From an optimization exercise on the open Yosys and OpenROAD flow, aimed at small area and a short achievable clock period; shortcuts taken in it are not production practice. Function was checked by simulation only, so behaviour that the tests miss may differ from the original. Power is estimated from default activity; no workload was simulated.

File: flow/config.mk
export PLATFORM = sky130hd
export DESIGN_NAME = Project_VMU
export DESIGN_NICKNAME = Project_VMU
export VERILOG_FILES = /design/flow/design.v
export SDC_FILE = /design/flow/constraint.sdc
export NUM_CORES = 8
export LEC_CHECK = 0
export CAP_MARGIN = 20
export CORE_MARGIN = 2
export CORE_UTILIZATION = 40
export PLACE_DENSITY = 0.5
export SLEW_MARGIN = 20
export SYNTH_HIERARCHICAL = 1
export SYNTH_MINIMUM_KEEP_SIZE = 0
File: flow/constraint.sdc
create_clock -name core_clock -period 5.5 [get_ports {clk}]
set_input_delay 1.1000 -clock core_clock [delete_from_list [all_inputs] [get_ports {clk}]]
set_output_delay 1.1000 -clock core_clock [all_outputs]
set_load 0.01 [all_outputs]
File: flow/design.v
module Project_VMU(pixel, weight, preset, clk, reset, memory);
input [63:0] pixel;
input [63:0] weight;
input preset, clk, reset;
output [1023:0] memory;
reg [63:0] px1, wt1;
reg [63:0] px2;
reg [79:0] p3_2;
reg [31:0] s1_2, s2_2, s3_2;
integer n, d;
always @(posedge clk) begin
  px1 <= pixel;
  wt1 <= weight;
  px2 <= px1;
  for (n = 0; n < 8; n = n + 1) begin
    p3_2[10*n +: 10] <= {2'b00, px1[8*n +: 8]} + {1'b0, px1[8*n +: 8], 1'b0};
    for (d = 0; d < 4; d = d + 1) begin
      s1_2[4*n+d] <= (wt1[8*n+2*d +: 2] == 2'd1);
      s2_2[4*n+d] <= (wt1[8*n+2*d +: 2] == 2'd2);
      s3_2[4*n+d] <= (wt1[8*n+2*d +: 2] == 2'd3);
    end
  end
end
reg pr1;     
reg z;       
always @(posedge clk) begin
  pr1 <= preset;
  z <= reset;
end
wire same = ~(preset ^ pr1);      
wire na = ~(same & ~z);           
wire nb = ~(~same & ~z);          
wire ga = z | ~same;
wire gh = z | same;
vmu_cell c0 (.clk(clk), .px(px2[7:0]), .p3(p3_2[9:0]), .s1(s1_2[3:0]), .s2(s2_2[3:0]), .s3(s3_2[3:0]), .na(na), .nb(nb), .ga(ga), .gh(gh), .mem(memory[15:0]));
vmu_cell c1 (.clk(clk), .px(px2[15:8]), .p3(p3_2[19:10]), .s1(s1_2[3:0]), .s2(s2_2[3:0]), .s3(s3_2[3:0]), .na(na), .nb(nb), .ga(ga), .gh(gh), .mem(memory[31:16]));
vmu_cell c2 (.clk(clk), .px(px2[23:16]), .p3(p3_2[29:20]), .s1(s1_2[3:0]), .s2(s2_2[3:0]), .s3(s3_2[3:0]), .na(na), .nb(nb), .ga(ga), .gh(gh), .mem(memory[47:32]));
vmu_cell c3 (.clk(clk), .px(px2[31:24]), .p3(p3_2[39:30]), .s1(s1_2[3:0]), .s2(s2_2[3:0]), .s3(s3_2[3:0]), .na(na), .nb(nb), .ga(ga), .gh(gh), .mem(memory[63:48]));
vmu_cell c4 (.clk(clk), .px(px2[39:32]), .p3(p3_2[49:40]), .s1(s1_2[3:0]), .s2(s2_2[3:0]), .s3(s3_2[3:0]), .na(na), .nb(nb), .ga(ga), .gh(gh), .mem(memory[79:64]));
vmu_cell c5 (.clk(clk), .px(px2[47:40]), .p3(p3_2[59:50]), .s1(s1_2[3:0]), .s2(s2_2[3:0]), .s3(s3_2[3:0]), .na(na), .nb(nb), .ga(ga), .gh(gh), .mem(memory[95:80]));
vmu_cell c6 (.clk(clk), .px(px2[55:48]), .p3(p3_2[69:60]), .s1(s1_2[3:0]), .s2(s2_2[3:0]), .s3(s3_2[3:0]), .na(na), .nb(nb), .ga(ga), .gh(gh), .mem(memory[111:96]));
vmu_cell c7 (.clk(clk), .px(px2[63:56]), .p3(p3_2[79:70]), .s1(s1_2[3:0]), .s2(s2_2[3:0]), .s3(s3_2[3:0]), .na(na), .nb(nb), .ga(ga), .gh(gh), .mem(memory[127:112]));
vmu_cell c8 (.clk(clk), .px(px2[7:0]), .p3(p3_2[9:0]), .s1(s1_2[7:4]), .s2(s2_2[7:4]), .s3(s3_2[7:4]), .na(na), .nb(nb), .ga(ga), .gh(gh), .mem(memory[143:128]));
vmu_cell c9 (.clk(clk), .px(px2[15:8]), .p3(p3_2[19:10]), .s1(s1_2[7:4]), .s2(s2_2[7:4]), .s3(s3_2[7:4]), .na(na), .nb(nb), .ga(ga), .gh(gh), .mem(memory[159:144]));
vmu_cell c10 (.clk(clk), .px(px2[23:16]), .p3(p3_2[29:20]), .s1(s1_2[7:4]), .s2(s2_2[7:4]), .s3(s3_2[7:4]), .na(na), .nb(nb), .ga(ga), .gh(gh), .mem(memory[175:160]));
vmu_cell c11 (.clk(clk), .px(px2[31:24]), .p3(p3_2[39:30]), .s1(s1_2[7:4]), .s2(s2_2[7:4]), .s3(s3_2[7:4]), .na(na), .nb(nb), .ga(ga), .gh(gh), .mem(memory[191:176]));
vmu_cell c12 (.clk(clk), .px(px2[39:32]), .p3(p3_2[49:40]), .s1(s1_2[7:4]), .s2(s2_2[7:4]), .s3(s3_2[7:4]), .na(na), .nb(nb), .ga(ga), .gh(gh), .mem(memory[207:192]));
vmu_cell c13 (.clk(clk), .px(px2[47:40]), .p3(p3_2[59:50]), .s1(s1_2[7:4]), .s2(s2_2[7:4]), .s3(s3_2[7:4]), .na(na), .nb(nb), .ga(ga), .gh(gh), .mem(memory[223:208]));
vmu_cell c14 (.clk(clk), .px(px2[55:48]), .p3(p3_2[69:60]), .s1(s1_2[7:4]), .s2(s2_2[7:4]), .s3(s3_2[7:4]), .na(na), .nb(nb), .ga(ga), .gh(gh), .mem(memory[239:224]));
vmu_cell c15 (.clk(clk), .px(px2[63:56]), .p3(p3_2[79:70]), .s1(s1_2[7:4]), .s2(s2_2[7:4]), .s3(s3_2[7:4]), .na(na), .nb(nb), .ga(ga), .gh(gh), .mem(memory[255:240]));
vmu_cell c16 (.clk(clk), .px(px2[7:0]), .p3(p3_2[9:0]), .s1(s1_2[11:8]), .s2(s2_2[11:8]), .s3(s3_2[11:8]), .na(na), .nb(nb), .ga(ga), .gh(gh), .mem(memory[271:256]));
vmu_cell c17 (.clk(clk), .px(px2[15:8]), .p3(p3_2[19:10]), .s1(s1_2[11:8]), .s2(s2_2[11:8]), .s3(s3_2[11:8]), .na(na), .nb(nb), .ga(ga), .gh(gh), .mem(memory[287:272]));
vmu_cell c18 (.clk(clk), .px(px2[23:16]), .p3(p3_2[29:20]), .s1(s1_2[11:8]), .s2(s2_2[11:8]), .s3(s3_2[11:8]), .na(na), .nb(nb), .ga(ga), .gh(gh), .mem(memory[303:288]));
vmu_cell c19 (.clk(clk), .px(px2[31:24]), .p3(p3_2[39:30]), .s1(s1_2[11:8]), .s2(s2_2[11:8]), .s3(s3_2[11:8]), .na(na), .nb(nb), .ga(ga), .gh(gh), .mem(memory[319:304]));
vmu_cell c20 (.clk(clk), .px(px2[39:32]), .p3(p3_2[49:40]), .s1(s1_2[11:8]), .s2(s2_2[11:8]), .s3(s3_2[11:8]), .na(na), .nb(nb), .ga(ga), .gh(gh), .mem(memory[335:320]));
vmu_cell c21 (.clk(clk), .px(px2[47:40]), .p3(p3_2[59:50]), .s1(s1_2[11:8]), .s2(s2_2[11:8]), .s3(s3_2[11:8]), .na(na), .nb(nb), .ga(ga), .gh(gh), .mem(memory[351:336]));
vmu_cell c22 (.clk(clk), .px(px2[55:48]), .p3(p3_2[69:60]), .s1(s1_2[11:8]), .s2(s2_2[11:8]), .s3(s3_2[11:8]), .na(na), .nb(nb), .ga(ga), .gh(gh), .mem(memory[367:352]));
vmu_cell c23 (.clk(clk), .px(px2[63:56]), .p3(p3_2[79:70]), .s1(s1_2[11:8]), .s2(s2_2[11:8]), .s3(s3_2[11:8]), .na(na), .nb(nb), .ga(ga), .gh(gh), .mem(memory[383:368]));
vmu_cell c24 (.clk(clk), .px(px2[7:0]), .p3(p3_2[9:0]), .s1(s1_2[15:12]), .s2(s2_2[15:12]), .s3(s3_2[15:12]), .na(na), .nb(nb), .ga(ga), .gh(gh), .mem(memory[399:384]));
vmu_cell c25 (.clk(clk), .px(px2[15:8]), .p3(p3_2[19:10]), .s1(s1_2[15:12]), .s2(s2_2[15:12]), .s3(s3_2[15:12]), .na(na), .nb(nb), .ga(ga), .gh(gh), .mem(memory[415:400]));
vmu_cell c26 (.clk(clk), .px(px2[23:16]), .p3(p3_2[29:20]), .s1(s1_2[15:12]), .s2(s2_2[15:12]), .s3(s3_2[15:12]), .na(na), .nb(nb), .ga(ga), .gh(gh), .mem(memory[431:416]));
vmu_cell c27 (.clk(clk), .px(px2[31:24]), .p3(p3_2[39:30]), .s1(s1_2[15:12]), .s2(s2_2[15:12]), .s3(s3_2[15:12]), .na(na), .nb(nb), .ga(ga), .gh(gh), .mem(memory[447:432]));
vmu_cell c28 (.clk(clk), .px(px2[39:32]), .p3(p3_2[49:40]), .s1(s1_2[15:12]), .s2(s2_2[15:12]), .s3(s3_2[15:12]), .na(na), .nb(nb), .ga(ga), .gh(gh), .mem(memory[463:448]));
vmu_cell c29 (.clk(clk), .px(px2[47:40]), .p3(p3_2[59:50]), .s1(s1_2[15:12]), .s2(s2_2[15:12]), .s3(s3_2[15:12]), .na(na), .nb(nb), .ga(ga), .gh(gh), .mem(memory[479:464]));
vmu_cell c30 (.clk(clk), .px(px2[55:48]), .p3(p3_2[69:60]), .s1(s1_2[15:12]), .s2(s2_2[15:12]), .s3(s3_2[15:12]), .na(na), .nb(nb), .ga(ga), .gh(gh), .mem(memory[495:480]));
vmu_cell c31 (.clk(clk), .px(px2[63:56]), .p3(p3_2[79:70]), .s1(s1_2[15:12]), .s2(s2_2[15:12]), .s3(s3_2[15:12]), .na(na), .nb(nb), .ga(ga), .gh(gh), .mem(memory[511:496]));
vmu_cell c32 (.clk(clk), .px(px2[7:0]), .p3(p3_2[9:0]), .s1(s1_2[19:16]), .s2(s2_2[19:16]), .s3(s3_2[19:16]), .na(na), .nb(nb), .ga(ga), .gh(gh), .mem(memory[527:512]));
vmu_cell c33 (.clk(clk), .px(px2[15:8]), .p3(p3_2[19:10]), .s1(s1_2[19:16]), .s2(s2_2[19:16]), .s3(s3_2[19:16]), .na(na), .nb(nb), .ga(ga), .gh(gh), .mem(memory[543:528]));
vmu_cell c34 (.clk(clk), .px(px2[23:16]), .p3(p3_2[29:20]), .s1(s1_2[19:16]), .s2(s2_2[19:16]), .s3(s3_2[19:16]), .na(na), .nb(nb), .ga(ga), .gh(gh), .mem(memory[559:544]));
vmu_cell c35 (.clk(clk), .px(px2[31:24]), .p3(p3_2[39:30]), .s1(s1_2[19:16]), .s2(s2_2[19:16]), .s3(s3_2[19:16]), .na(na), .nb(nb), .ga(ga), .gh(gh), .mem(memory[575:560]));
vmu_cell c36 (.clk(clk), .px(px2[39:32]), .p3(p3_2[49:40]), .s1(s1_2[19:16]), .s2(s2_2[19:16]), .s3(s3_2[19:16]), .na(na), .nb(nb), .ga(ga), .gh(gh), .mem(memory[591:576]));
vmu_cell c37 (.clk(clk), .px(px2[47:40]), .p3(p3_2[59:50]), .s1(s1_2[19:16]), .s2(s2_2[19:16]), .s3(s3_2[19:16]), .na(na), .nb(nb), .ga(ga), .gh(gh), .mem(memory[607:592]));
vmu_cell c38 (.clk(clk), .px(px2[55:48]), .p3(p3_2[69:60]), .s1(s1_2[19:16]), .s2(s2_2[19:16]), .s3(s3_2[19:16]), .na(na), .nb(nb), .ga(ga), .gh(gh), .mem(memory[623:608]));
vmu_cell c39 (.clk(clk), .px(px2[63:56]), .p3(p3_2[79:70]), .s1(s1_2[19:16]), .s2(s2_2[19:16]), .s3(s3_2[19:16]), .na(na), .nb(nb), .ga(ga), .gh(gh), .mem(memory[639:624]));
vmu_cell c40 (.clk(clk), .px(px2[7:0]), .p3(p3_2[9:0]), .s1(s1_2[23:20]), .s2(s2_2[23:20]), .s3(s3_2[23:20]), .na(na), .nb(nb), .ga(ga), .gh(gh), .mem(memory[655:640]));
vmu_cell c41 (.clk(clk), .px(px2[15:8]), .p3(p3_2[19:10]), .s1(s1_2[23:20]), .s2(s2_2[23:20]), .s3(s3_2[23:20]), .na(na), .nb(nb), .ga(ga), .gh(gh), .mem(memory[671:656]));
vmu_cell c42 (.clk(clk), .px(px2[23:16]), .p3(p3_2[29:20]), .s1(s1_2[23:20]), .s2(s2_2[23:20]), .s3(s3_2[23:20]), .na(na), .nb(nb), .ga(ga), .gh(gh), .mem(memory[687:672]));
vmu_cell c43 (.clk(clk), .px(px2[31:24]), .p3(p3_2[39:30]), .s1(s1_2[23:20]), .s2(s2_2[23:20]), .s3(s3_2[23:20]), .na(na), .nb(nb), .ga(ga), .gh(gh), .mem(memory[703:688]));
vmu_cell c44 (.clk(clk), .px(px2[39:32]), .p3(p3_2[49:40]), .s1(s1_2[23:20]), .s2(s2_2[23:20]), .s3(s3_2[23:20]), .na(na), .nb(nb), .ga(ga), .gh(gh), .mem(memory[719:704]));
vmu_cell c45 (.clk(clk), .px(px2[47:40]), .p3(p3_2[59:50]), .s1(s1_2[23:20]), .s2(s2_2[23:20]), .s3(s3_2[23:20]), .na(na), .nb(nb), .ga(ga), .gh(gh), .mem(memory[735:720]));
vmu_cell c46 (.clk(clk), .px(px2[55:48]), .p3(p3_2[69:60]), .s1(s1_2[23:20]), .s2(s2_2[23:20]), .s3(s3_2[23:20]), .na(na), .nb(nb), .ga(ga), .gh(gh), .mem(memory[751:736]));
vmu_cell c47 (.clk(clk), .px(px2[63:56]), .p3(p3_2[79:70]), .s1(s1_2[23:20]), .s2(s2_2[23:20]), .s3(s3_2[23:20]), .na(na), .nb(nb), .ga(ga), .gh(gh), .mem(memory[767:752]));
vmu_cell c48 (.clk(clk), .px(px2[7:0]), .p3(p3_2[9:0]), .s1(s1_2[27:24]), .s2(s2_2[27:24]), .s3(s3_2[27:24]), .na(na), .nb(nb), .ga(ga), .gh(gh), .mem(memory[783:768]));
vmu_cell c49 (.clk(clk), .px(px2[15:8]), .p3(p3_2[19:10]), .s1(s1_2[27:24]), .s2(s2_2[27:24]), .s3(s3_2[27:24]), .na(na), .nb(nb), .ga(ga), .gh(gh), .mem(memory[799:784]));
vmu_cell c50 (.clk(clk), .px(px2[23:16]), .p3(p3_2[29:20]), .s1(s1_2[27:24]), .s2(s2_2[27:24]), .s3(s3_2[27:24]), .na(na), .nb(nb), .ga(ga), .gh(gh), .mem(memory[815:800]));
vmu_cell c51 (.clk(clk), .px(px2[31:24]), .p3(p3_2[39:30]), .s1(s1_2[27:24]), .s2(s2_2[27:24]), .s3(s3_2[27:24]), .na(na), .nb(nb), .ga(ga), .gh(gh), .mem(memory[831:816]));
vmu_cell c52 (.clk(clk), .px(px2[39:32]), .p3(p3_2[49:40]), .s1(s1_2[27:24]), .s2(s2_2[27:24]), .s3(s3_2[27:24]), .na(na), .nb(nb), .ga(ga), .gh(gh), .mem(memory[847:832]));
vmu_cell c53 (.clk(clk), .px(px2[47:40]), .p3(p3_2[59:50]), .s1(s1_2[27:24]), .s2(s2_2[27:24]), .s3(s3_2[27:24]), .na(na), .nb(nb), .ga(ga), .gh(gh), .mem(memory[863:848]));
vmu_cell c54 (.clk(clk), .px(px2[55:48]), .p3(p3_2[69:60]), .s1(s1_2[27:24]), .s2(s2_2[27:24]), .s3(s3_2[27:24]), .na(na), .nb(nb), .ga(ga), .gh(gh), .mem(memory[879:864]));
vmu_cell c55 (.clk(clk), .px(px2[63:56]), .p3(p3_2[79:70]), .s1(s1_2[27:24]), .s2(s2_2[27:24]), .s3(s3_2[27:24]), .na(na), .nb(nb), .ga(ga), .gh(gh), .mem(memory[895:880]));
vmu_cell c56 (.clk(clk), .px(px2[7:0]), .p3(p3_2[9:0]), .s1(s1_2[31:28]), .s2(s2_2[31:28]), .s3(s3_2[31:28]), .na(na), .nb(nb), .ga(ga), .gh(gh), .mem(memory[911:896]));
vmu_cell c57 (.clk(clk), .px(px2[15:8]), .p3(p3_2[19:10]), .s1(s1_2[31:28]), .s2(s2_2[31:28]), .s3(s3_2[31:28]), .na(na), .nb(nb), .ga(ga), .gh(gh), .mem(memory[927:912]));
vmu_cell c58 (.clk(clk), .px(px2[23:16]), .p3(p3_2[29:20]), .s1(s1_2[31:28]), .s2(s2_2[31:28]), .s3(s3_2[31:28]), .na(na), .nb(nb), .ga(ga), .gh(gh), .mem(memory[943:928]));
vmu_cell c59 (.clk(clk), .px(px2[31:24]), .p3(p3_2[39:30]), .s1(s1_2[31:28]), .s2(s2_2[31:28]), .s3(s3_2[31:28]), .na(na), .nb(nb), .ga(ga), .gh(gh), .mem(memory[959:944]));
vmu_cell c60 (.clk(clk), .px(px2[39:32]), .p3(p3_2[49:40]), .s1(s1_2[31:28]), .s2(s2_2[31:28]), .s3(s3_2[31:28]), .na(na), .nb(nb), .ga(ga), .gh(gh), .mem(memory[975:960]));
vmu_cell c61 (.clk(clk), .px(px2[47:40]), .p3(p3_2[59:50]), .s1(s1_2[31:28]), .s2(s2_2[31:28]), .s3(s3_2[31:28]), .na(na), .nb(nb), .ga(ga), .gh(gh), .mem(memory[991:976]));
vmu_cell c62 (.clk(clk), .px(px2[55:48]), .p3(p3_2[69:60]), .s1(s1_2[31:28]), .s2(s2_2[31:28]), .s3(s3_2[31:28]), .na(na), .nb(nb), .ga(ga), .gh(gh), .mem(memory[1007:992]));
vmu_cell c63 (.clk(clk), .px(px2[63:56]), .p3(p3_2[79:70]), .s1(s1_2[31:28]), .s2(s2_2[31:28]), .s3(s3_2[31:28]), .na(na), .nb(nb), .ga(ga), .gh(gh), .mem(memory[1023:1008]));
endmodule
module vmu_cell(
  input clk,
  input [7:0] px,       
  input [9:0] p3,       
  input [3:0] s1,       
  input [3:0] s2,       
  input [3:0] s3,       
  input na, nb,          
  input ga, gh,          
  output [15:0] mem
);
  reg [15:0] ny;         
  reg [15:0] nw;         
  wire x0 = ny[0];
  wire x1 = ny[1];
  wire x2 = ny[2];
  wire x3 = ny[3];
  wire x4 = ny[4];
  wire x5 = ny[5];
  wire x6 = ny[6];
  wire x7 = ny[7];
  wire x8 = ny[8];
  wire x9 = ny[9];
  wire x10 = ny[10];
  wire x11 = ny[11];
  wire x12 = ny[12];
  wire x13 = ny[13];
  wire x14 = ny[14];
  wire x15 = ny[15];
  wire pp0_0 = ~((s1[0] & px[0]) | (s3[0] & p3[0]));
  wire pp0_1 = ~((s1[0] & px[1]) | (s2[0] & px[0]) | (s3[0] & p3[1]));
  wire pp0_2 = ~((s1[0] & px[2]) | (s2[0] & px[1]) | (s3[0] & p3[2]));
  wire pp0_3 = ~((s1[0] & px[3]) | (s2[0] & px[2]) | (s3[0] & p3[3]));
  wire pp0_4 = ~((s1[0] & px[4]) | (s2[0] & px[3]) | (s3[0] & p3[4]));
  wire pp0_5 = ~((s1[0] & px[5]) | (s2[0] & px[4]) | (s3[0] & p3[5]));
  wire pp0_6 = ~((s1[0] & px[6]) | (s2[0] & px[5]) | (s3[0] & p3[6]));
  wire pp0_7 = ~((s1[0] & px[7]) | (s2[0] & px[6]) | (s3[0] & p3[7]));
  wire pp0_8 = ~((s2[0] & px[7]) | (s3[0] & p3[8]));
  wire pp0_9 = ~((s3[0] & p3[9]));
  wire pp1_0 = ~((s1[1] & px[0]) | (s3[1] & p3[0]));
  wire pp1_1 = ~((s1[1] & px[1]) | (s2[1] & px[0]) | (s3[1] & p3[1]));
  wire pp1_2 = ~((s1[1] & px[2]) | (s2[1] & px[1]) | (s3[1] & p3[2]));
  wire pp1_3 = ~((s1[1] & px[3]) | (s2[1] & px[2]) | (s3[1] & p3[3]));
  wire pp1_4 = ~((s1[1] & px[4]) | (s2[1] & px[3]) | (s3[1] & p3[4]));
  wire pp1_5 = ~((s1[1] & px[5]) | (s2[1] & px[4]) | (s3[1] & p3[5]));
  wire pp1_6 = ~((s1[1] & px[6]) | (s2[1] & px[5]) | (s3[1] & p3[6]));
  wire pp1_7 = ~((s1[1] & px[7]) | (s2[1] & px[6]) | (s3[1] & p3[7]));
  wire pp1_8 = ~((s2[1] & px[7]) | (s3[1] & p3[8]));
  wire pp1_9 = ~((s3[1] & p3[9]));
  wire pp2_0 = ~((s1[2] & px[0]) | (s3[2] & p3[0]));
  wire pp2_1 = ~((s1[2] & px[1]) | (s2[2] & px[0]) | (s3[2] & p3[1]));
  wire pp2_2 = ~((s1[2] & px[2]) | (s2[2] & px[1]) | (s3[2] & p3[2]));
  wire pp2_3 = ~((s1[2] & px[3]) | (s2[2] & px[2]) | (s3[2] & p3[3]));
  wire pp2_4 = ~((s1[2] & px[4]) | (s2[2] & px[3]) | (s3[2] & p3[4]));
  wire pp2_5 = ~((s1[2] & px[5]) | (s2[2] & px[4]) | (s3[2] & p3[5]));
  wire pp2_6 = ~((s1[2] & px[6]) | (s2[2] & px[5]) | (s3[2] & p3[6]));
  wire pp2_7 = ~((s1[2] & px[7]) | (s2[2] & px[6]) | (s3[2] & p3[7]));
  wire pp2_8 = ~((s2[2] & px[7]) | (s3[2] & p3[8]));
  wire pp2_9 = ~((s3[2] & p3[9]));
  wire pp3_0 = ~((s1[3] & px[0]) | (s3[3] & p3[0]));
  wire pp3_1 = ~((s1[3] & px[1]) | (s2[3] & px[0]) | (s3[3] & p3[1]));
  wire pp3_2 = ~((s1[3] & px[2]) | (s2[3] & px[1]) | (s3[3] & p3[2]));
  wire pp3_3 = ~((s1[3] & px[3]) | (s2[3] & px[2]) | (s3[3] & p3[3]));
  wire pp3_4 = ~((s1[3] & px[4]) | (s2[3] & px[3]) | (s3[3] & p3[4]));
  wire pp3_5 = ~((s1[3] & px[5]) | (s2[3] & px[4]) | (s3[3] & p3[5]));
  wire pp3_6 = ~((s1[3] & px[6]) | (s2[3] & px[5]) | (s3[3] & p3[6]));
  wire pp3_7 = ~((s1[3] & px[7]) | (s2[3] & px[6]) | (s3[3] & p3[7]));
  wire pp3_8 = ~((s2[3] & px[7]) | (s3[3] & p3[8]));
  wire pp3_9 = ~((s3[3] & p3[9]));
  wire fs1, fc2;
  vmu_fa ufs1 (.a(x6), .b(pp0_6), .c(pp1_4), .s(fs1), .co(fc2));
  wire fs3, fc4;
  vmu_fa ufs3 (.a(x7), .b(pp0_7), .c(pp1_5), .s(fs3), .co(fc4));
  wire fs5, fc6;
  vmu_fa ufs5 (.a(x8), .b(pp0_8), .c(pp1_6), .s(fs5), .co(fc6));
  wire fs7, fc8;
  vmu_fa ufs7 (.a(x9), .b(pp0_9), .c(pp1_7), .s(fs7), .co(fc8));
  wire fs9, fc10;
  vmu_fa ufs9 (.a(x10), .b(pp1_8), .c(pp2_6), .s(fs9), .co(fc10));
  wire fs11, fc12;
  vmu_fa ufs11 (.a(x11), .b(pp1_9), .c(pp2_7), .s(fs11), .co(fc12));
  wire fs13, fc14;
  vmu_fa ufs13 (.a(x4), .b(pp0_4), .c(pp1_2), .s(fs13), .co(fc14));
  wire fs15, fc16;
  vmu_fa ufs15 (.a(x5), .b(pp0_5), .c(pp1_3), .s(fs15), .co(fc16));
  wire fs17, fc18;
  vmu_fa ufs17 (.a(pp2_2), .b(pp3_0), .c(fs1), .s(fs17), .co(fc18));
  wire fs19, fc20;
  vmu_fa ufs19 (.a(pp2_3), .b(pp3_1), .c(fc2), .s(fs19), .co(fc20));
  wire fs21, fc22;
  vmu_fa ufs21 (.a(pp2_4), .b(pp3_2), .c(fc4), .s(fs21), .co(fc22));
  wire fs23, fc24;
  vmu_fa ufs23 (.a(pp2_5), .b(pp3_3), .c(fc6), .s(fs23), .co(fc24));
  wire fs25, fc26;
  vmu_fa ufs25 (.a(pp3_4), .b(fc8), .c(fs9), .s(fs25), .co(fc26));
  wire fs27, fc28;
  vmu_fa ufs27 (.a(pp3_5), .b(fc10), .c(fs11), .s(fs27), .co(fc28));
  wire fs29, fc30;
  vmu_fa ufs29 (.a(x12), .b(pp2_8), .c(pp3_6), .s(fs29), .co(fc30));
  wire fs31, fc32;
  vmu_fa ufs31 (.a(x13), .b(pp2_9), .c(pp3_7), .s(fs31), .co(fc32));
  wire fs33, fc34;
  vmu_fa ufs33 (.a(x2), .b(pp0_2), .c(pp1_0), .s(fs33), .co(fc34));
  wire fs35, fc36;
  vmu_fa ufs35 (.a(x3), .b(pp0_3), .c(pp1_1), .s(fs35), .co(fc36));
  wire fs37, fc38;
  vmu_fa ufs37 (.a(pp2_0), .b(fs13), .c(1'b1), .s(fs37), .co(fc38));
  wire fs39, fc40;
  vmu_fa ufs39 (.a(pp2_1), .b(fc14), .c(fs15), .s(fs39), .co(fc40));
  wire fs41, fc42;
  vmu_fa ufs41 (.a(fc16), .b(fs17), .c(1'b1), .s(fs41), .co(fc42));
  wire fs43, fc44;
  vmu_fa ufs43 (.a(fs3), .b(fc18), .c(fs19), .s(fs43), .co(fc44));
  wire fs45, fc46;
  vmu_fa ufs45 (.a(fs5), .b(fc20), .c(fs21), .s(fs45), .co(fc46));
  wire fs47, fc48;
  vmu_fa ufs47 (.a(fs7), .b(fc22), .c(fs23), .s(fs47), .co(fc48));
  wire fs49, fc50;
  vmu_fa ufs49 (.a(fc24), .b(fs25), .c(1'b1), .s(fs49), .co(fc50));
  wire fs51, fc52;
  vmu_fa ufs51 (.a(fc26), .b(fs27), .c(1'b1), .s(fs51), .co(fc52));
  wire fs53, fc54;
  vmu_fa ufs53 (.a(fc12), .b(fs29), .c(fc28), .s(fs53), .co(fc54));
  wire fs55, fc56;
  vmu_fa ufs55 (.a(fc30), .b(fs31), .c(1'b1), .s(fs55), .co(fc56));
  wire fs57, fc58;
  vmu_fa ufs57 (.a(x14), .b(pp3_8), .c(fc32), .s(fs57), .co(fc58));
  wire fs59 = ~(x15 ^ pp3_9);
  wire [16:0] ta = {fs59, fc56, fs55, fc52, fc50, fs49, fc46, fc44, fc42, fc40, fc38, fc36, fc34, fs33, x1, x0, 1'b1};
  wire [16:0] tb = {fc58, fs57, fc54, fs53, fs51, fc48, fs47, fs45, fs43, fs41, fs39, fs37, fs35, 1'b1, pp0_1, pp0_0, 1'b1};
  wire [16:0] g0 = ta & tb;
  wire [16:0] p0 = ta ^ tb;
  wire pg60 = g0[1] | (p0[1] & g0[0]);
  wire pp_61 = p0[1] & p0[0];
  wire pg62 = g0[3] | (p0[3] & g0[2]);
  wire pp_63 = p0[3] & p0[2];
  wire pg64 = g0[5] | (p0[5] & g0[4]);
  wire pp_65 = p0[5] & p0[4];
  wire pg66 = g0[7] | (p0[7] & g0[6]);
  wire pp_67 = p0[7] & p0[6];
  wire pg68 = g0[9] | (p0[9] & g0[8]);
  wire pp_69 = p0[9] & p0[8];
  wire pg70 = g0[11] | (p0[11] & g0[10]);
  wire pp_71 = p0[11] & p0[10];
  wire pg72 = g0[13] | (p0[13] & g0[12]);
  wire pp_73 = p0[13] & p0[12];
  wire pg74 = g0[15] | (p0[15] & g0[14]);
  wire pp_75 = p0[15] & p0[14];
  wire pg76 = pg62 | (pp_63 & pg60);
  wire pp_77 = pp_63 & pp_61;
  wire pg78 = pg66 | (pp_67 & pg64);
  wire pp_79 = pp_67 & pp_65;
  wire pg80 = pg70 | (pp_71 & pg68);
  wire pp_81 = pp_71 & pp_69;
  wire pg82 = pg74 | (pp_75 & pg72);
  wire pp_83 = pp_75 & pp_73;
  wire pg84 = pg78 | (pp_79 & pg76);
  wire pp_85 = pp_79 & pp_77;
  wire pg86 = pg82 | (pp_83 & pg80);
  wire pp_87 = pp_83 & pp_81;
  wire pg88 = pg86 | (pp_87 & pg84);
  wire pp_89 = pp_87 & pp_85;
  wire pg90 = pg80 | (pp_81 & pg84);
  wire pp_91 = pp_81 & pp_85;
  wire pg92 = pg64 | (pp_65 & pg76);
  wire pp_93 = pp_65 & pp_77;
  wire pg94 = pg68 | (pp_69 & pg84);
  wire pp_95 = pp_69 & pp_85;
  wire pg96 = pg72 | (pp_73 & pg90);
  wire pp_97 = pp_73 & pp_91;
  wire pg98 = g0[2] | (p0[2] & pg60);
  wire pp_99 = p0[2] & pp_61;
  wire pg100 = g0[4] | (p0[4] & pg76);
  wire pp_101 = p0[4] & pp_77;
  wire pg102 = g0[6] | (p0[6] & pg92);
  wire pp_103 = p0[6] & pp_93;
  wire pg104 = g0[8] | (p0[8] & pg84);
  wire pp_105 = p0[8] & pp_85;
  wire pg106 = g0[10] | (p0[10] & pg94);
  wire pp_107 = p0[10] & pp_95;
  wire pg108 = g0[12] | (p0[12] & pg90);
  wire pp_109 = p0[12] & pp_91;
  wire pg110 = g0[14] | (p0[14] & pg96);
  wire pp_111 = p0[14] & pp_97;
  wire pg112 = g0[16] | (p0[16] & pg88);
  wire pp_113 = p0[16] & pp_89;
  wire [16:0] cc = {pg88, pg110, pg96, pg108, pg90, pg106, pg94, pg104, pg84, pg102, pg92, pg100, pg76, pg98, pg60, g0[0], 1'b0};
  wire [16:0] sum17 = p0 ^ cc;
  wire [15:0] nnew = sum17[16:1];
  always @(posedge clk) begin
    ny <= (nnew | {16{na}}) & (nw | {16{nb}});
    nw <= (nw | {16{na}}) & (nnew | {16{nb}});
  end
  assign mem = ~((ny | {16{gh}}) & (nw | {16{ga}}));
endmodule
module vmu_fa(input a, input b, input c, output s, output co);
  assign s = a ^ b ^ c;
  assign co = (a & b) | (a & c) | (b & c);
endmodule
module vmu_ha(input a, input b, output s, output co);
  assign s = ~(a ^ b);
  assign co = a | b;
endmodule
File: flow/flow/run.sh
#!/bin/bash
# Standard layout (standard synthesis and steps), except that the ports get
# sky130_fd_sc_hd__buf_2 buffers instead of the default delay-cell buffers.
set -euo pipefail
export BUFFER_PORTS_ARGS="-buffer_cell sky130_fd_sc_hd__buf_2"
bash standard.sh finish > flow_make.log 2>&1
File: flow/standard.sh
#!/bin/bash
# synth_recipe.tcl (not shown) runs the flow's synth.tcl, then flattens the netlist and writes it again
# the make line also repeats each setting of config.mk as NAME=value (left out here)
make -C /OpenROAD-flow-scripts/flow DESIGN_CONFIG=/design/flow/config.mk WORK_HOME=/design/flow/orfs CLKGATE_MAP_FILE= SYNTH_SCRIPT=/design/flow/synth_recipe.tcl "${@:-finish}"
==> flow_metrics.py, run 1 <==
metrics = {
    "drt": {
        "vias": 162700,
        "antenna_left": 0,
        "routed_wl_um": 797700,
        "wire_per_inst_um": 32.09,
        "drcViolationCount": 0,
        "drtIter0Drc": 28040,
        "vias_per_cell": 6.547,
        "drt_pass1_iterations": 23,
    },
    "logic_synthesis": {
        "synth_ff_type": "dfxtp_1",
        "synth_seq_area_share_pct": 25.93,
        "netlist_instances": 17580,
        "synth_edf_count": 0,
        "syn-cell-area_sq_um": 186000,
        "async_flop_share_pct": 0,
        "synthDistinctLibCells": 52,
        "yosys_warnings": 8,
        "avgSynthCellArea_sq_um": 10.58,
        "ys_ff_latch": 2410,
    },
    "clocking": {
        "tritoncts": "built",
        "root_buffer": "clkbuf_16",
        "post_cts_buffers": 0,
        "post_cts_resize_count": 0,
        "clk_pin_slew_ps": 60,
        "htree_levels": 5,
        "clkLatencyLatePin_ps": 1030,
        "cts_buffers": 313,
        "hold_buffers": 0,
        "clock-sinks": 2410,
        "cts_buffer_depth": 4,
    },
    "die": {
        "io_pins": 1155,
        "core-area_sq_um": 463300,
        "die_h_um": 686.0,
        "dieArea_sq_um": 470600,
        "start_util_pct": 40.16,
        "die_width_um": 686.0,
        "row_count": 250,
    },
    "finish": {
        "postLayoutCellArea_sq_um": 214900,
        "finalNetCount": 21810,
        "final_layout_size_suffix_gt1_share_pct": 17.35,
        "syn2layout_area_growth_pct": 15.54,
        "layoutNonFillerInstCount": 24860,
    },
    "setup_path": {
        "slowest_delay_ps": 990,
        "crit_top_cell": "fa_1",
        "start_kind": "flip-flop",
        "slowest_stage": "a222oi_1",
        "path_max_fanout": 14,
        "crit_chain": "buf_12 -> a222oi_1 -> fa_1 -> fa_1 -> fa_1 -> ha_1 -> and4_1 -> o21ai_0 -> a21oi_2 -> nor2_1 -> o21ai_0 -> fa_1 -> o22a_1",
        "critical_path_required_ps": 6380,
        "setup.worst_path.end_class": "flip-flop",
        "worstPathArrival_ps": 6080,
        "critPathKind": "reg -> reg",
    },
    "power": {
        "switching_share_pct": 45.48,
        "clkPwrFrac_pct": 15.8,
        "peakVddDrop_mv": 0.3463,
        "power.switching_w": 0.06228,
        "p_leak_nw": 81.42,
        "intPower_w": 0.07467,
        "p_seq_share_pct": 20.0,
        "p_per_area_nw_per_um2": 637.2,
        "combPwrFrac_pct": 64.2,
    },
    "min_path": {
        "min_path_type": "in -> reg",
    },
    "global_route": {
        "grt_pass1_wl_um": 1133000,
        "grt.overflow.total": 0,
        "antenna_found_initial": 88,
        "grt_pass1_vias": 159100,
        "grt_usage_pct": 32.72,
        "grt_max_degree": 137,
    },
    "sta": {
        "min_period_ps": 5194,
        "relSlewSlack_pct": 23.16,
        "finClkSkew_ps": 75.53,
        "worstMarginPinSlew_ps": 1153,
        "max_freq_mhz": 192.5,
        "tns_ps": 0,
        "setup_viol": 0,
        "period_share_pct": 94.43,
        "hold_viol": 0,
        "drv_slew": 0,
        "rsz0062_at_grt": "false",
    },
    "placement": {
        "placedCellCount": 24260,
        "gp_congestion": 0.9106,
        "placed_cell_area_sq_um": 204200,
        "hpwl_um": 589200,
        "portBuffers": 1154,
    },
    "run_status": {
        "status": "finished clean",
    },
    "job": {
        "cap_violations": 0,
    },
}
[Yosys stat by module, one instance, submodules excluded]
module,copies in the design,flip-flops and latches,cells inside,area (sq um)
Project_VMU,1,362,750,10200
vmu_cell,64,32,234,2167
vmu_fa,1856,0,1,20.02
[placed cells by master, fill, tap and decap left out, drive strengths merged, types with 66 or more instances in the layout]
cell | netlist | final
dfxtp | 2410 | 2410
nor2 | 850 | 850
o21ai | 334 | 334
nor2b | 198 | 198
clkbuf | 1536 | 427
ha | 968 | 968
a2111oi | 128 | 128
clkinv | 0 | 66
a31o | 128 | 128
xor2 | 399 | 399
nand2 | 516 | 516
inv | 675 | 695
fa | 2312 | 2312
buf | 384 | 2166
a21o | 268 | 268
xnor2 | 222 | 222
o211ai | 66 | 66
a22oi | 448 | 448
conb | 64 | 320
o22ai | 1026 | 1026
a211oi | 128 | 128
a222oi | 1792 | 1792
a21oi | 802 | 802
o22a | 1536 | 1536
[state kept, by name, summed over array words and instances (netlist names), 32 cells and up]
| name | flops |
|---|---|
| p3_2 | 80 |
| px1 | 64 |
| px2 | 56 |
| s1_2 | 32 |
| s2_2 | 32 |
| s3_2 | 32 |
| wt1 | 64 |
[cells in the mapped netlist (2+ instances only)]
master     number  area [sq um]
a2111oi_0     128          1121
a211oi_1      128         960.9
a21o_1        268          2012
a21oi_1       738          3694
a21oi_2        64         560.5
a222oi_1     1792         17940
a22o_1         64         560.5
a22oi_1       448          3363
a311oi_1        2         17.52
a31o_2        128          1121
a31oi_1         2         12.51
and2_1         32         200.2
and4_1         64         560.5
buf_1         256         960.9
buf_2          64         320.3
buf_4          64         480.5
clkbuf_1     1536          5766
conb_1         64         240.2
dfxtp_1      2410         48250
fa_1         2312         46280
ha_1          968         12110
inv_1         675          2534
nand2_1       516          1937
nand3_1         5         25.02
nor2_1        850          3191
nor2b_1       134         838.3
nor2b_4        64         880.8
nor3_1          2         10.01
nor4_1          2         12.51
o211ai_1       66         495.5
o21a_1         64         480.5
o21ai_0       333          1667
o21bai_1       15         112.6
o22a_1       1536         13450
o22ai_1      1026          6419
o311ai_2       64          1041
or3_1          64         400.4
or4_1           2         15.01
xnor2_1       158          1384
xnor2_2        64          1041
xor2_1        399          3495
[through the flow]
stage / utilization (%) / power (W) / setup WS (ps) / hold WS, ps
after detailed placement: 44.08 / 0.1146 / 361.8 / 342.7
after floorplan: - / 0.09086 / 680.2 / 336.8
after global placement: 44.08 / 0.1141 / 375.1 / 346.9
after CTS: 46.38 / 0.1371 / 332.6 / 84.30
after global routing: 46.39 / 0.1492 / 110.1 / 134.1
final: 46.40 / 0.1370 / 306.3 / 162.6
[critical path: cells and delay by family, from the launching register on]
| family | cells | cell delay (ps) |
|---|---|---|
| adder cells (fa/ha/maj) | 5 | 2350 |
| AO/OA/AOI/OAI | 5 | 1710 |
| flip-flops | 1 | 480 |
| AND/OR/NAND/NOR | 2 | 270 |
| buffers and inverters | 1 | 240 |
[path summary, 6_finish.rpt]
path                endpoint  depth (start not counted)  slack [ps]  startpoint
setup reg to reg  c14.ny[13]                         13         310     s1_2[6]
hold / removal       wt1[63]                          1         160  weight[63]
setup / recovery  c14.ny[13]                         13         310     s1_2[6]
hold reg to reg     p3_2[20]                          0         350     px1[16]
[per-layer routing]
metal | share of wire [%] | GRT usage, % | wire, um
met5 | 0.033 | 0.07143 | 260
met4 | 6.3 | 17.89 | 50590
met1 | 40 | 43.10 | 315600
met3 | 12 | 10.31 | 98200
met2 | 42 | 47.64 | 333000
[power groups by stage]
stage | clock [W] | sequential (W) | combinational (W)
2_1_floorplan | 0 | 0.0261 | 0.0648
3_3_place_gp | 0 | 0.0276 | 0.0865
3_5_place_dp | 0 | 0.0277 | 0.0869
4_1_cts | 0.0221 | 0.0273 | 0.0877
5_1_grt | 0.0227 | 0.0280 | 0.0986
6_report | 0.0216 | 0.0274 | 0.0880
[kinds of logic (layout without fill, tap and decap cells)]
kind of cell    Yosys count  count (layout)  synth area share, %
fa+ha+maj              3280            3280                31.39
simple gates           1739            1739                4.352
buf+inv                2595            3403                5.408
xor+xnor                621             621                3.182
flops                  2410            2410                25.93
other cells              64             357               0.1291
compound gates         6873            6873                29.61
[layout make-up]
| class | instances | area [sq um] |
|---|---|---|
| Tap cell | 6174 | 7725 |
| Sequential cell | 2410 | 48720 |
| Fill cell | 43720 | 248300 |
| Timing Repair Buffer | 2166 | 16530 |
| Antenna cell | 37 | 92.59 |
| Inverter | 675 | 2534 |
| Multi-Input combinational cell | 12830 | 128700 |
| Clock buffer | 427 | 8940 |
| Clock inverter | 135 | 1698 |
==> run 2: changes to the inputs <==
--- a/flow/config.mk
+++ b/flow/config.mk
@@ -10,5 +10,7 @@
 export CORE_UTILIZATION = 40
 export PLACE_DENSITY = 0.5
-export SLEW_MARGIN = 20
+export SETUP_SLACK_MARGIN = 1.5
+export SLEW_MARGIN = 50
 export SYNTH_HIERARCHICAL = 1
 export SYNTH_MINIMUM_KEEP_SIZE = 0
+export TNS_END_PERCENT = 0
==> run 2 against run 1 <==
  * Still clean
  * Critical path depth is 1 higher
  * Clock skew is 0.58 ps higher
  * Sequential share of layout area is 0.53 points lower
  * Die area stayed put
  * Synthesized area stayed put
  * Wire length is 3.9% higher
  * Flip-flop and latch count stayed put
  * Sequential power is 1% lower
  * First-iteration DRC count is 4.1% higher
  * Clock power is 3% higher
  * Combinational power is 3.9% higher
  * Clock-buffer cell count is 14 lower
==> flow_metrics.py, run 2 <==
metrics = {
    "sta": {
        "tns_ps": 0,
        "worstMarginPinSlew_ps": 834.3,
        "max_freq_mhz": 216.4,
        "relSlewSlack_pct": 44.38,
        "period_share_pct": 84.01,
        "finClkSkew_ps": 76.11,
        "setup_viol": 0,
        "rsz0062_at_grt": "true",
        "min_period_ps": 4620,
        "hold_viol": 0,
        "timing.final.ws_setup_ps": 879.6,
        "drv_slew": 0,
    },
    "drt": {
        "routed_wl_um": 828900,
        "wire_per_inst_um": 32.96,
        "drcViolationCount": 0,
        "drt_pass1_iterations": 17,
        "drtIter0Drc": 29190,
        "vias": 164600,
        "antenna_left": 0,
        "vias_per_cell": 6.547,
    },
    "logic_synthesis": {
        "avgSynthCellArea_sq_um": 10.58,
        "synth_top_area_cell": "dfxtp_1",
        "ys_ff_latch": 2410,
        "synth-simple-area-share_pct": 4.352,
        "async_flop_share_pct": 0,
        "synth_common_cells": "dfxtp_1, fa_1, a222oi_1, clkbuf_1, o22a_1",
        "synth_edf_count": 0,
        "syn-cell-area_sq_um": 186000,
        "yosysMostFrequentCell": "dfxtp_1",
        "netlist_instances": 17580,
        "synth.top_cell.area_share_pct": 25.93,
        "yosys_warnings": 8,
        "synthAdderAreaFrac_pct": 31.39,
        "muxShareOfSynthArea_pct": 0,
        "netlist_top_cells_area": "dfxtp_1, fa_1, a222oi_1",
        "synth_xor_area_share_pct": 3.182,
        "synth_top_family_by_area": "adder cells",
        "synth_compound_area_share_pct": 29.61,
        "synthDistinctLibCells": 52,
        "synth_seq_area_share_pct": 25.93,
        "synth_ff_type": "dfxtp_1",
    },
    "die": {
        "io_pins": 1155,
        "start_util_pct": 40.16,
        "row_count": 250,
        "core-area_sq_um": 463300,
        "dieArea_sq_um": 470600,
        "die_h_um": 686.0,
        "die_width_um": 686.0,
    },
    "clocking": {
        "cts_buffer_depth": 4,
        "tritoncts": "built",
        "clk_pin_slew_ps": 60,
        "clock-sinks": 2410,
        "htree_levels": 5,
        "hold_buffers": 0,
        "clkLatencyLatePin_ps": 1030,
        "cts_buffers": 315,
        "root_buffer": "clkbuf_16",
    },
    "setup_path": {
        "path_max_fanout": 32,
        "critical_path_required_ps": 6380,
        "start_kind": "flip-flop",
        "setup.worst_path.end_class": "flip-flop",
        "critPathKind": "reg -> reg",
        "worstPathArrival_ps": 5500,
    },
    "finish": {
        "syn2layout_area_growth_pct": 18.58,
        "finalNetCount": 22080,
        "regMostFlops": "p3_2",
        "n_fill_cell": 43250,
        "layout_common_cells": "fa_1, dfxtp_1, a222oi_1, o22a_1, buf_2",
        "final_common_cell": "fa_1",
        "final_layout_size_suffix_gt1_share_pct": 19.52,
        "largestRegisters": "p3_2: 80 flops, px1: 64 flops, wt1: 64 flops",
        "largest_reg_flops": 80,
    },
    "global_route": {
        "antenna_found_initial": 98,
        "grt.overflow.total": 0,
        "grt_pass1_vias": 160200,
        "grt_usage_pct": 33.68,
        "grt_pass1_wl_um": 1157000,
        "grt_max_degree": 137,
    },
    "power": {
        "p_leak_nw": 83.74,
        "p_per_area_nw_per_um2": 637.8,
        "peakVddDrop_mv": 0.3704,
    },
    "job": {
        "cap_violations": 0,
    },
    "placement": {
        "place_ws_ps": 564.3,
        "gp_congestion": 0.9094,
        "portBuffers": 1154,
        "hpwl_um": 598200,
    },
    "min_path": {
        "min_path_type": "in -> reg",
    },
    "run_status": {
        "status": "finished clean",
    },
}
==> run 2: cell counts after synthesis <==
Identical to the previous run, type by type.
==> run 2: final timing paths <==
kind	from	to	slack [ps]	cells past startpoint
max reg2reg	s1_2[17]	c37.ny[14]	880	14
min reg2reg	px1[40]	p3_2[50]	350	0
min	pixel[28]	px1[28]	170	1
max	s1_2[17]	c37.ny[14]	880	14
==> run 2: per-stage QoR <==
| stage | hold slack, ps | util [%] | cell area, sq um | instances | power (W) |
|---|---|---|---|---|---|
| detailed placement | 346.3 | 44.22 | 204900 | 24260 | 0.1145 |
| floorplan | 336.8 | - | 187000 | 17840 | 0.09086 |
| global route | 143.5 | 47.60 | 220500 | 25110 | 0.1530 |
| global placement | 345.5 | 44.00 | 203800 | 24200 | 0.1139 |
| finish | 170.2 | 47.62 | 220600 | 25150 | 0.1407 |
| CTS | 94.46 | 47.18 | 218500 | 25020 | 0.1386 |
==> run 2: repair_timing <==
item / 4_1_cts / 5_1_grt
setup endpoints to repair: 2213 / 2268
setup buffers: 180 / 72
endpoints found under the hold margin: 0 / 0
gates resized for setup: 102 / 236
cloned: 7 / 7
pin swaps: 85 / 184
==> run 2: power breakdown <==
group          internal (W)  leakage, nW  switching [W]
clock                0.0132         5.34        0.00913
sequential           0.0225         20.1        0.00448
combinational        0.0416         58.3         0.0498
==> run 2: cell type report <==
cell class | instances | area (sq um) | share of cell area [%]
Multi-Input combinational cell | 12830 | 129800 | 58.85
Sequential cell | 2410 | 48840 | 22.14
Tap cell | 6174 | 7725 | 3.502
Timing Repair Buffer | 2433 | 20530 | 9.304
Clock inverter | 165 | 2185 | 0.9903
Clock buffer | 413 | 8851 | 4.012
Inverter | 675 | 2534 | 1.149
Antenna cell | 46 | 115.1 | 0.05218
==> run 2: per-module statistics from Yosys (local to each module, per instance) <==
module / flops+latches / cell area (sq um) / cells inside
Project_VMU: 362 / 10200 / 750
vmu_cell: 32 / 2167 / 234
vmu_fa: 0 / 20.02 / 1
==> run 2: logic make-up after synthesis <==
logic type,after synthesis
AOI/OAI and AO/OA,6873
adders and majority gates,3280
buffers and inverters,2595
DFF,2410
and+or+nand+nor,1739
xor gates and xnor gates,621
other,64
==> run 2: metal layers <==
layer  share of wire, %  global-route usage (%)
met1                 39                   43.89
met3                 13                   11.17
met2                 41                   48.43
met4                7.1                   20.06
met5              0.052                 0.02041
==> run 2: critical path, stage by stage (launching register included) <==
cell and delay [ps]:
dfxtp_4 360, buf_12 150, a222oi_1 580, fa_1 510, fa_1 520, fa_1 430, ha_1 350, a21o_1 190
nor2b_1 150, a21oi_2 100, nor2_1 140, o21ai_1 100, fa_1 380, xor2_1 190, o22a_1 180
==> run 3: changes to the inputs <==
--- a/flow/design.v
+++ b/flow/design.v
@@ -28,9 +28,9 @@
   z <= reset;
 end
-wire same = ~(preset ^ pr1);      
-wire na = ~(same & ~z);           
-wire nb = ~(~same & ~z);          
-wire ga = z | ~same;
-wire gh = z | same;
+wire same = ~(preset ^ pr1);                 
+wire na = ~(same & ~z & ~reset);             
+wire nb = ~(~same & ~z & ~reset);            
+wire ga = ~same;
+wire gh = same;
 vmu_cell c0 (.clk(clk), .px(px2[7:0]), .p3(p3_2[9:0]), .s1(s1_2[3:0]), .s2(s2_2[3:0]), .s3(s3_2[3:0]), .na(na), .nb(nb), .ga(ga), .gh(gh), .mem(memory[15:0]));
 vmu_cell c1 (.clk(clk), .px(px2[15:8]), .p3(p3_2[19:10]), .s1(s1_2[3:0]), .s2(s2_2[3:0]), .s3(s3_2[3:0]), .na(na), .nb(nb), .ga(ga), .gh(gh), .mem(memory[31:16]));
==> run 3 against run 2 <==
  * Still clean
  * Core utilization about the same
  * Synthesized cell count down 1.0%
  * Maximum frequency down 0.43%
  * Setup slack worse by 20 ps
  * Final area up 1.7%
  * Register-to-register slack worse by 20 ps
  * Sequential share of layout area down 0.36 points
  * Synthesized area up 1.4%
  * Non-clock buffer count up 81
  * Die area up 1.4%
  * Wire length up 5.2%
  * Critical endpoint is now c60.ny[9]
  * Largest cell class unchanged
  * Largest power group unchanged
==> flow_metrics.py, run 3 <==
metrics = {
    "run_status": {
        "status": "finished clean",
    },
    "die": {
        "row_count": 252,
        "start_util_pct": 40.09,
        "die_h_um": 690.6,
        "io_pins": 1155,
        "dieArea_sq_um": 477000,
        "core-area_sq_um": 470400,
        "die_width_um": 690.6,
    },
    "sta": {
        "period_share_pct": 84.37,
        "min_period_ps": 4640,
        "relSlewSlack_pct": 42.72,
        "worstMarginPinSlew_ps": 859.2,
        "hold_slack_ps": 156.2,
        "setup_viol": 0,
        "drv_slew": 0,
        "hold_viol": 0,
        "rsz0062_at_grt": "true",
        "tns_ps": 0,
        "finClkSkew_ps": 91.29,
        "max_freq_mhz": 215.5,
    },
    "clocking": {
        "tritoncts": "built",
        "clk_pin_slew_ps": 60,
        "root_buffer": "clkbuf_16",
        "cts_buffers": 312,
        "clkLatencyLatePin_ps": 1040,
        "clock-sinks": 2410,
        "htree_levels": 5,
        "cts_buffer_depth": 4,
    },
    "setup_path": {
        "critical_path_required_ps": 6380,
        "start_kind": "flip-flop",
        "path_max_fanout": 4,
        "worstPathArrival_ps": 5520,
        "reg2regPathDepth": 13,
        "r2r_setup_slack_ps": 860,
        "critPathKind": "reg -> reg",
        "setup.worst_path.end_class": "flip-flop",
    },
    "logic_synthesis": {
        "netlist_top_cells_area": "dfxtp_1, fa_1, a222oi_1",
        "async_flop_share_pct": 0,
        "syn-cell-area_sq_um": 188600,
        "synth_common_cells": "dfxtp_1, fa_1, a222oi_1, clkbuf_1, o22a_1",
        "synthDistinctLibCells": 56,
        "avgSynthCellArea_sq_um": 10.84,
        "synth_edf_count": 0,
        "synth_top_area_cell": "dfxtp_1",
        "yosys_warnings": 8,
        "netlist_instances": 17400,
        "synth.top_cell.area_share_pct": 25.58,
        "synth_ff_type": "dfxtp_1",
        "ys_ff_latch": 2410,
        "yosysMostFrequentCell": "dfxtp_1",
        "synth_seq_area_share_pct": 25.58,
    },
    "power": {
        "peakVddDrop_mv": 0.3984,
        "p_leak_nw": 82.51,
        "p_per_area_nw_per_um2": 681.4,
    },
    "finish": {
        "regMostFlops": "p3_2",
        "final_common_cell": "fa_1",
        "syn2layout_area_growth_pct": 18.91,
        "n_fill_cell": 43780,
        "layout_common_cells": "fa_1, dfxtp_1, a222oi_1, o22a_1, buf_2",
        "finalNetCount": 21970,
        "final_layout_size_suffix_gt1_share_pct": 23.46,
        "largest_reg_flops": 80,
        "largestRegisters": "p3_2: 80 flops, px1: 64 flops, wt1: 64 flops",
    },
    "global_route": {
        "grt_max_degree": 114,
        "grt.overflow.total": 0,
        "grt_pass1_vias": 165800,
        "grt_pass1_wl_um": 1227000,
        "grt_usage_pct": 35.15,
        "antenna_found_initial": 62,
    },
    "job": {
        "cap_violations": 0,
    },
    "drt": {
        "routed_wl_um": 872200,
        "antenna_left": 0,
        "wire_per_inst_um": 34.80,
        "drtIter0Drc": 28240,
        "vias_per_cell": 6.665,
        "vias": 167000,
        "drt_pass1_iterations": 17,
        "drcViolationCount": 0,
    },
    "min_path": {
        "worstHoldPathCells": 1,
        "min_path_type": "in -> reg",
    },
    "placement": {
        "hpwl_um": 619400,
        "portBuffers": 1154,
        "gp_congestion": 0.9034,
    },
}
-- run 3: through the flow --
step / total power (W) / cells / util, % / setup WS [ps] / cell area (sq um)
after CTS: 0.1504 / 24940 / 47.26 / 937.3 / 222300
after global placement: 0.1229 / 24070 / 43.65 / 347.0 / 205400
after floorplan: 0.09632 / 17650 / - / 793.4 / 189600
after detailed placement: 0.1237 / 24130 / 43.97 / 431.0 / 206900
final: 0.1528 / 25060 / 47.67 / 859.8 / 224300
after global routing: 0.1649 / 25040 / 47.66 / 777.1 / 224200
-- run 3: metal layers --
metal | share of wire (%) | GRT usage, %
met5 | 0.044 | 0.4400
met4 | 8.5 | 24.72
met3 | 12 | 10.61
met2 | 42 | 51.44
met1 | 38 | 44.21
-- run 3: Yosys stat by module, one instance, submodules excluded --
| module | flops+latches | cells | area (sq um) |
|---|---|---|---|
| Project_VMU | 362 | 758 | 10260 |
| vmu_cell | 32 | 231 | 2206 |
| vmu_fa | 0 | 1 | 20.02 |
-- run 3: critical path: stages, from the launching register on --
cell and delay, ps:
dfxtp_4 410, buf_12 170, a222oi_1 520, buf_2 270, fa_1 440, fa_1 470
fa_1 520, ha_4 310, a21oi_2 50, and2_4 130, and2_4 160, o31ai_1 290
fa_1 490, o22a_1 190
-- run 3: worst paths after layout --
check | start | to
setup / recovery | s1_2[29] | c60.ny[9]
hold / removal | weight[51] | wt1[51]
setup reg to reg | s1_2[29] | c60.ny[9]
hold reg to reg | px1[0] | p3_2[0]
-- run 3: power by group --
| part | leakage (nW) | internal, W | switching [W] | total (W) |
|---|---|---|---|---|
| clock network | 5.31 | 0.0129 | 0.00921 | 0.0222 |
| registers | 19.9 | 0.0224 | 0.00495 | 0.0273 |
| logic | 57.3 | 0.0461 | 0.0573 | 0.103 |
| total | 82.5 | 0.0814 | 0.0714 | 0.153 |
-- run 3: logic make-up after synthesis --
group | Yosys count | share of synthesized area (%)
AOI/OAI and AO/OA | 6493 | 29.03
adders and majority gates | 3280 | 30.96
buffers and inverters | 2466 | 5.545
DFF | 2410 | 25.58
and+or+nand+nor | 2064 | 5.871
xor gates and xnor gates | 621 | 2.884
other | 64 | 0.1274
-- run 3: what timing repair did --
action	in CTS	in global routing
hold buffers	0	0
pin swaps	229	235
setup buffers	227	86
gates cloned	12	4
setup endpoints to repair	2220	2310
resized for setup	277	129
-- run 3: layout make-up --
| cell class | count | area (sq um) | share of cell area, % |
|---|---|---|---|
| inverters | 546 | 2066 | 0.9212 |
| diodes | 25 | 62.56 | 0.02790 |
| repair buffers | 2514 | 21120 | 9.420 |
| multi-input cells | 12780 | 133500 | 59.51 |
| clock inverters | 139 | 2044 | 0.9117 |
| clock buffers | 427 | 8866 | 3.954 |
| flip-flops and latches | 2410 | 48840 | 21.78 |
| well taps | 6223 | 7786 | 3.472 |
| repair inverters | 1 | 8.758 | 0.003906 |
==> run 4: changes to the inputs <==
--- a/flow/config.mk
+++ b/flow/config.mk
@@ -7,6 +7,9 @@
 export LEC_CHECK = 0
 export CAP_MARGIN = 20
+export CELL_PAD_IN_SITES_DETAIL_PLACEMENT = 1
 export CORE_MARGIN = 2
 export CORE_UTILIZATION = 40
+export CTS_CLUSTER_DIAMETER = 100
+export CTS_CLUSTER_SIZE = 30
 export PLACE_DENSITY = 0.5
 export SETUP_SLACK_MARGIN = 1.5
==> run 4 against run 3 <==
  * Global-route usage rose by 0.87 points
  * Maximum frequency fell by 3.0%
  * Register-to-register slack got worse by 140 ps
  * Setup slack worse by 140 ps
  * Combinational power hardly changed
  * Clock power shrank 36%
  * Clock-buffer cell count decreased by 259
  * Synthesized area stayed put
  * Clock skew decreased by 29 ps
  * Synthesized cell count is the same
  * Non-clock buffer count down 106
==> flow_metrics.py, run 4 <==
metrics = {
    "run_status": {
        "status": "finished clean",
    },
    "placement": {
        "hpwl_um": 644300,
        "placed_cell_area_sq_um": 206900,
        "gp_congestion": 0.9034,
        "portBuffers": 1154,
    },
    "sta": {
        "finClkSkew_ps": 62.02,
        "rsz0062_at_grt": "true",
        "relSlewSlack_pct": 37.80,
        "drv_slew": 0,
        "hold_slack_ps": 191.9,
        "tns_ps": 0,
        "hold_viol": 0,
        "period_share_pct": 86.96,
        "min_period_ps": 4783,
        "worstMarginPinSlew_ps": 933.0,
        "setup_viol": 0,
        "max_freq_mhz": 209.1,
    },
    "setup_path": {
        "critPathKind": "reg -> reg",
        "start_kind": "flip-flop",
        "critical_path_required_ps": 6390,
        "slowest_stage": "a222oi_1",
        "crit_top_cell": "fa_1",
        "setup.worst_path.end_class": "flip-flop",
        "crit_chain": "buf_16 -> a222oi_1 -> buf_2 -> fa_1 -> fa_1 -> fa_1 -> ha_4 -> a21oi_2 -> and2_4 -> and2_4 -> o31ai_4 -> a21bo_2 -> fa_2 -> xor2_1 -> o22a_1",
        "timing.critical_path.buf_inv": 2,
        "path_max_fanout": 20,
        "path_delay_family": "adder cells",
        "worstPathArrival_ps": 5670,
        "slowest_delay_ps": 550,
    },
    "die": {
        "row_count": 252,
        "dieArea_sq_um": 477000,
        "io_pins": 1155,
        "die_width_um": 690.6,
        "start_util_pct": 40.09,
        "die_h_um": 690.6,
        "core-area_sq_um": 470400,
    },
    "drt": {
        "vias_per_cell": 6.820,
        "drcViolationCount": 0,
        "vias": 168300,
        "wl_met2_um": 379700,
        "wl_met1_um": 336400,
        "wl_met3_um": 99850,
        "antenna_left": 0,
        "routed_wl_um": 892500,
        "drt_pass1_iterations": 15,
        "maxUsedRoutingLayer": "met5",
        "wire_per_inst_um": 36.16,
        "drtIter0Drc": 27010,
    },
    "clocking": {
        "tritoncts": "built",
        "clock-sinks": 2410,
        "cts_buffer_depth": 4,
        "clkLatencyLatePin_ps": 1000,
        "root_buffer": "clkbuf_16",
        "hold_buffers": 0,
        "cts_buffers": 152,
        "htree_levels": 4,
        "clk_pin_slew_ps": 110,
    },
    "finish": {
        "largestRegisters": "p3_2: 80 flops, px1: 64 flops, wt1: 64 flops",
        "utilization_pct": 46.12,
        "regMostFlops": "p3_2",
        "finalNetCount": 21710,
        "final_common_cell": "fa_1",
        "syn2layout_area_growth_pct": 15.03,
        "layout_common_cells": "fa_1, dfxtp_1, a222oi_1, o22a_1, buf_2",
        "largest_reg_flops": 80,
        "final_layout_size_suffix_gt1_share_pct": 21.47,
        "postLayoutCellArea_sq_um": 216900,
    },
    "global_route": {
        "grt_max_degree": 114,
        "antenna_found_initial": 88,
        "grt_usage_pct": 36.02,
        "grt_pass1_wl_um": 1261000,
        "grt_pass1_vias": 172000,
        "grt.overflow.total": 0,
    },
    "min_path": {
        "min_path_type": "in -> reg",
    },
    "logic_synthesis": {
        "synth.top_cell.area_share_pct": 25.58,
        "syn-cell-area_sq_um": 188600,
        "ys_ff_latch": 2410,
        "synth_seq_area_share_pct": 25.58,
        "synth_common_cells": "dfxtp_1, fa_1, a222oi_1, clkbuf_1, o22a_1",
        "synth_ff_type": "dfxtp_1",
        "synth_edf_count": 0,
        "yosys_warnings": 8,
        "netlist_instances": 17400,
        "netlist_top_cells_area": "dfxtp_1, fa_1, a222oi_1",
        "synth_top_area_cell": "dfxtp_1",
        "avgSynthCellArea_sq_um": 10.84,
        "yosysMostFrequentCell": "dfxtp_1",
        "synthDistinctLibCells": 56,
        "async_flop_share_pct": 0,
    },
    "power": {
        "p_per_area_nw_per_um2": 665.7,
        "total_power_w": 0.1444,
        "peakVddDrop_mv": 0.3799,
        "p_leak_nw": 79.13,
    },
    "job": {
        "cap_violations": 0,
    },
}
## run 4: cell counts after synthesis
Identical to the previous run, type by type.
## run 4: power by group
part           switching, W  internal (W)
Combinational        0.0579        0.0449
Clock               0.00822       0.00605
Sequential          0.00508        0.0223
Total                0.0712        0.0732
## run 4: logic make-up after synthesis
family	share of synthesized area (%)
compound gates	29.03
xor+xnor	2.884
fa+ha+maj	30.96
buf+inv	5.545
flops	25.58
other cells	0.1274
simple gates	5.871
## run 4: Yosys stat by module, one instance, submodules excluded
module	times used	flip-flops and latches	cells	area [sq um]
Project_VMU	1	362	758	10260
vmu_cell	64	32	231	2206
vmu_fa	1856	0	1	20.02
## run 4: area by class of cell
cell class              count  area, sq um
flip-flops and latches   2410        48820
inverters                 546         2066
clock inverters           110         1600
diodes                     38        95.09
well taps                6223         7786
repair buffers           2408        19950
clock buffers             168         4010
fillers                 50460       253500
multi-input cells       12780       132600
## run 4: repair_timing
action | 4_1_cts | 5_1_grt
endpoints found under the setup margin | 2232 | 2322
endpoints found under the hold margin | 0 | 0
gates cloned | 10 | 1
setup buffers | 178 | 35
pin swaps | 125 | 92
gates resized for setup | 158 | 66
## run 4: path summary, 6_finish.rpt
path                            startpoint    endpoint  slack (ps)  cells past startpoint
worst min register to register      px1[0]     p3_2[0]         360                      0
worst max-delay path              s2_2[29]  c60.ny[14]         720                     15
worst min-delay path             pixel[53]     px1[53]         190                      1
worst max register to register    s2_2[29]  c60.ny[14]         720                     15
## run 4: through the flow
step,worst slack [ps],std cells
5_1_grt,706.2,24650
3_5_place_dp,408.4,24130
3_3_place_gp,347.0,24070
2_1_floorplan,793.4,17650
4_1_cts,863.9,24600
6_report,717.3,24680
## run 4: metal layers
layer	GRT usage, %	up-vias
met2	53.59	10150
met1	45.25	86820
met4	25.31	16
li1	-	69300
met3	9.845	2051
met5	0.01000	-

[re-timing with driven ports]
Ports are ideal in the flow. The routed layouts listed here were re-timed in OpenROAD. Step 1, drivers: a clkbuf_16 drives clk and a buf_2 each remaining input, both assumed. Step 2 times the ports against the registers' clock, not the clock port: input delays grow and output delays shrink by t, the midpoint of the rising clock arrivals with the driver on. a / b / c = no drivers / after step 1 / after step 2; a / b = the first two.
run	t (ns)	setup WS [ns]	worst slew at a driven data input, ns
run 1	1.125	0.306 / 0.306 / 0.306	0.25
run 2	1.115	0.880 / 0.877 / 0.880	0.25
run 3	1.121	0.860 / 0.786 / 0.860	0.12
run 4	1.098	0.717 / 0.684 / 0.717	0.14
After both steps setup and hold are still met in every run listed.
